From an optimization exercise on the open Yosys and OpenROAD flow, aimed at small area and a short achievable clock period; shortcuts taken in it are not production practice.
The RTL was checked by simulation tests, not by an equivalence proof against the original design.
No activity file was given, so power comes from the tool's default toggle rates.

// krv_core
module krv_core (
	input  wire        clk,
	input  wire        rstn,
	input  wire        kplic_int,
	input  wire        core_timer_int,
	output wire        wfi,
	output wire        instr_itcm_access,
	output wire [31:0] instr_itcm_addr,
	input  wire [31:0] instr_itcm_read_data,
	input  wire        instr_itcm_read_data_valid,
	output wire        data_dtcm_access,
	input  wire        data_dtcm_ready,
	output wire        data_dtcm_rd0_wr1,
	output wire [3:0]  data_dtcm_byte_strobe,
	output wire [31:0] data_dtcm_write_data,
	output wire [31:0] data_dtcm_addr,
	input  wire [31:0] data_dtcm_read_data,
	input  wire        data_dtcm_read_data_valid,
	output wire        IAHB_access,
	output wire [31:0] IAHB_addr,
	input  wire [31:0] IAHB_read_data,
	input  wire        IAHB_read_data_valid,
	output wire        DAHB_access,
	output wire        DAHB_rd0_wr1,
	output wire [2:0]  DAHB_size,
	output wire [31:0] DAHB_write_data,
	output wire [31:0] DAHB_addr,
	input  wire        DAHB_trans_buffer_full,
	input  wire [31:0] DAHB_read_data,
	input  wire        DAHB_read_data_valid
);
==> flow/config.mk <==
export PLATFORM = sky130hd
export DESIGN_NAME = krv_core
export DESIGN_NICKNAME = krv_core
export VERILOG_FILES = /design/flow/design.v
export SDC_FILE = /design/flow/constraint.sdc
export NUM_CORES = 8
export LEC_CHECK = 0
export CAP_MARGIN = 35
export CORE_MARGIN = 2
export CORE_UTILIZATION = 32
export CTS_CLUSTER_DIAMETER = 90
export CTS_CLUSTER_SIZE = 20
export PLACE_DENSITY = 0.55
export SLEW_MARGIN = 35
export SYNTH_HIERARCHICAL = 1
==> flow/constraint.sdc <==
create_clock -name core_clock -period 25.0 [get_ports {clk}]
set_input_delay 5.0000 -clock core_clock [delete_from_list [all_inputs] [get_ports {clk}]]
set_output_delay 5.0000 -clock core_clock [all_outputs]
set_load 0.01 [all_outputs]
standard.sh (not shown) runs the stock make flow with config.mk's settings and CLKGATE_MAP_FILE= SYNTH_SCRIPT=/design/flow/synth_recipe.tcl, a recipe that flattens the netlist after the stock synthesis.
==> flow/flow/run.sh <==
#!/bin/bash
# Layout flow: the standard ORFS flow, with the timing repair steps asked
# to keep a larger setup margin (so they keep improving paths that already
# meet the clock) and plain buffers on the ports.  Every tool's output goes
# to standard.log in this folder.
set -euo pipefail
bash standard.sh SETUP_SLACK_MARGIN=14.0 "BUFFER_PORTS_ARGS=-buffer_cell sky130_fd_sc_hd__buf_2" finish > standard.log 2>&1
==> next run, changes <==
--- a/flow/config.mk
+++ b/flow/config.mk
@@ -13 +13 @@
-export PLACE_DENSITY = 0.55
+export PLACE_DENSITY = 0.6
Result:
- synthesized cell count stays the same
- die area stays the same
- sequential share of layout area hardly moves
- final area barely changes
- area after synthesis does not change
- power stays flat
- via count goes up by 0.55%
- maximum frequency is lower by 1.2%
- wire length drops by 1.6%
- core utilization stays flat

---

## run A
Starting RTL as in the previous note.
Design krv_core, start of the top module:
module krv_core (
	input  wire        clk,
	input  wire        rstn,
	input  wire        kplic_int,
	input  wire        core_timer_int,
	output wire        wfi,
	output wire        instr_itcm_access,
	output wire [31:0] instr_itcm_addr,
	input  wire [31:0] instr_itcm_read_data,
	input  wire        instr_itcm_read_data_valid,
	output wire        data_dtcm_access,
	input  wire        data_dtcm_ready,
	output wire        data_dtcm_rd0_wr1,
	output wire [3:0]  data_dtcm_byte_strobe,
	output wire [31:0] data_dtcm_write_data,
	output wire [31:0] data_dtcm_addr,
	input  wire [31:0] data_dtcm_read_data,
	input  wire        data_dtcm_read_data_valid,
	output wire        IAHB_access,
	output wire [31:0] IAHB_addr,
	input  wire [31:0] IAHB_read_data,
	input  wire        IAHB_read_data_valid,
	output wire        DAHB_access,
	output wire        DAHB_rd0_wr1,
	output wire [2:0]  DAHB_size,
	output wire [31:0] DAHB_write_data,
	output wire [31:0] DAHB_addr,
	input  wire        DAHB_trans_buffer_full,
	input  wire [31:0] DAHB_read_data,
	input  wire        DAHB_read_data_valid
);
export LEC_CHECK = 0
export CAP_MARGIN = 35
export CORE_MARGIN = 2
export CORE_UTILIZATION = 32
export CTS_CLUSTER_DIAMETER = 90
export CTS_CLUSTER_SIZE = 20
export PLACE_DENSITY = 0.55
export SLEW_MARGIN = 35
export SYNTH_HIERARCHICAL = 1
create_clock -name core_clock -period 25.0 [get_ports {clk}]
==> flow/flow/run.sh <==
#!/bin/bash
# Layout flow: the standard ORFS flow, with the timing repair steps asked
# to keep a larger setup margin (so they keep improving paths that already
# meet the clock) and plain buffers on the ports.  Every tool's output goes
# to standard.log in this folder.
set -euo pipefail
bash standard.sh SETUP_SLACK_MARGIN=14.3 "BUFFER_PORTS_ARGS=-buffer_cell sky130_fd_sc_hd__buf_2" finish > standard.log 2>&1
Both conditions hold for run A: the flow ran to the end and the final layout passed the timing, DRC and antenna checks.
Inputs modified between run A and run B:
- PLACE_DENSITY now 0.65, was 0.55
- CTS_CLUSTER_SIZE now 22, was 20
- CTS_CLUSTER_DIAMETER now 85, was 90
diff --git a/flow/flow/run.sh b/flow/flow/run.sh
--- a/flow/flow/run.sh
+++ b/flow/flow/run.sh
@@ -5,3 +5,3 @@
 # to standard.log in this folder.
 set -euo pipefail
-bash standard.sh SETUP_SLACK_MARGIN=14.3 "BUFFER_PORTS_ARGS=-buffer_cell sky130_fd_sc_hd__buf_2" finish > standard.log 2>&1
+bash standard.sh SETUP_SLACK_MARGIN=14.0 "BUFFER_PORTS_ARGS=-buffer_cell sky130_fd_sc_hd__buf_2" finish > standard.log 2>&1
### Flow results
Taking run A as the reference point, the worst endpoint data arrival time of run B falls by 0.03 ns.
Between run B and run A, the number of multi-input combinational cells does not differ in any meaningful way.
Time the final worst path needs with I/O delays and setup on run B is ahead of run A.
Relative to run A, portion of total power attributed to the clock network has gone down in run B.
Overall power: run A and run B compared, higher one is run A
Run B vs run A on combinational power: run B is the higher one.
Summary of run B over run A: wire length of the first global-routing pass fell 19 mm, final setup slack of the worst path rose 0.034 ns.
Changes observed in run B relative to run A: count of clock-buffer cells in the layout went down 6.6%, highest clock frequency the design can meet was more or less identical, total wire length after detailed routing now sits lower.
#### Input delta (run C over run B)
- changing CTS_CLUSTER_SIZE from 22 to 25
- changing CTS_CLUSTER_DIAMETER from 85 to 90
- changing PLACE_DENSITY from 0.65 to 0.55
diff --git a/flow/flow/run.sh b/flow/flow/run.sh
--- a/flow/flow/run.sh
+++ b/flow/flow/run.sh
@@ -5,3 +5,3 @@
 # to standard.log in this folder.
 set -euo pipefail
-bash standard.sh SETUP_SLACK_MARGIN=14.0 "BUFFER_PORTS_ARGS=-buffer_cell sky130_fd_sc_hd__buf_2" finish > standard.log 2>&1
+bash standard.sh SETUP_SLACK_MARGIN=13.5 "BUFFER_PORTS_ARGS=-buffer_cell sky130_fd_sc_hd__buf_2" finish > standard.log 2>&1
==> comparison <==
- Against run B, run C reports a worst max-slew margin expressed relative to the limit that is higher.
- Via count of the first global-routing pass shrinks slightly when moving from run B to run C.
- There was hardly any difference in post-synthesis instance total between run B and run C.
- The multi-input combinational cell count on run B is in line with that on run C.
- Relative area change from synthesis to final layout delta (run C -> run B): insignificant
- Number of gates resized after CTS: run C < run B
- Between run C and run B, the difference in non-clock buffer contribution to total cell area is negligible.

-- afterwards: timing with drivers on the ports --
No port has a modelled driver above. Below, the same layouts with a new extraction and two added sets of constraints. Step 1 assumes that a clkbuf_16 drives the clock port and a buf_2 every other input. Step 2 also shifts input and output timing later by t, the mid clock arrival at the registers, as if the neighbouring blocks saw the same clock. a / b / c = no drivers / after step 1 / after step 2; a / b = the first two.
run | t, ns | setup WS [ns] | worst hold slack (ns) | latest minus earliest clock arrival (ns) | worst slew at a driven data input, ns
the first run of note 1 | 0.955 | 13.539 / 13.291 / 13.291 | 0.353 / 0.353 / 0.353 | 0.151 / 0.150 | 0.44
the second run of note 1 | 0.970 | 13.397 / 13.317 / 13.317 | 0.358 / 0.358 / 0.358 | 0.105 / 0.105 | 0.12
run A | 0.956 | 13.481 / 13.286 / 13.286 | 0.353 / 0.353 / 0.353 | 0.149 / 0.149 | 0.43
run B | 0.935 | 13.514 / 13.228 / 13.228 | 0.363 / 0.363 / 0.363 | 0.113 / 0.113 | 0.48
run C | 0.959 | 13.383 / 13.212 / 13.212 | 0.360 / 0.360 / 0.360 | 0.112 / 0.111 | 0.47
After both steps setup and hold are still met in every run listed. For run B, which loses most, drivers alone change the setup slack by -0.286 ns; drivers and shift together by -0.286 ns.
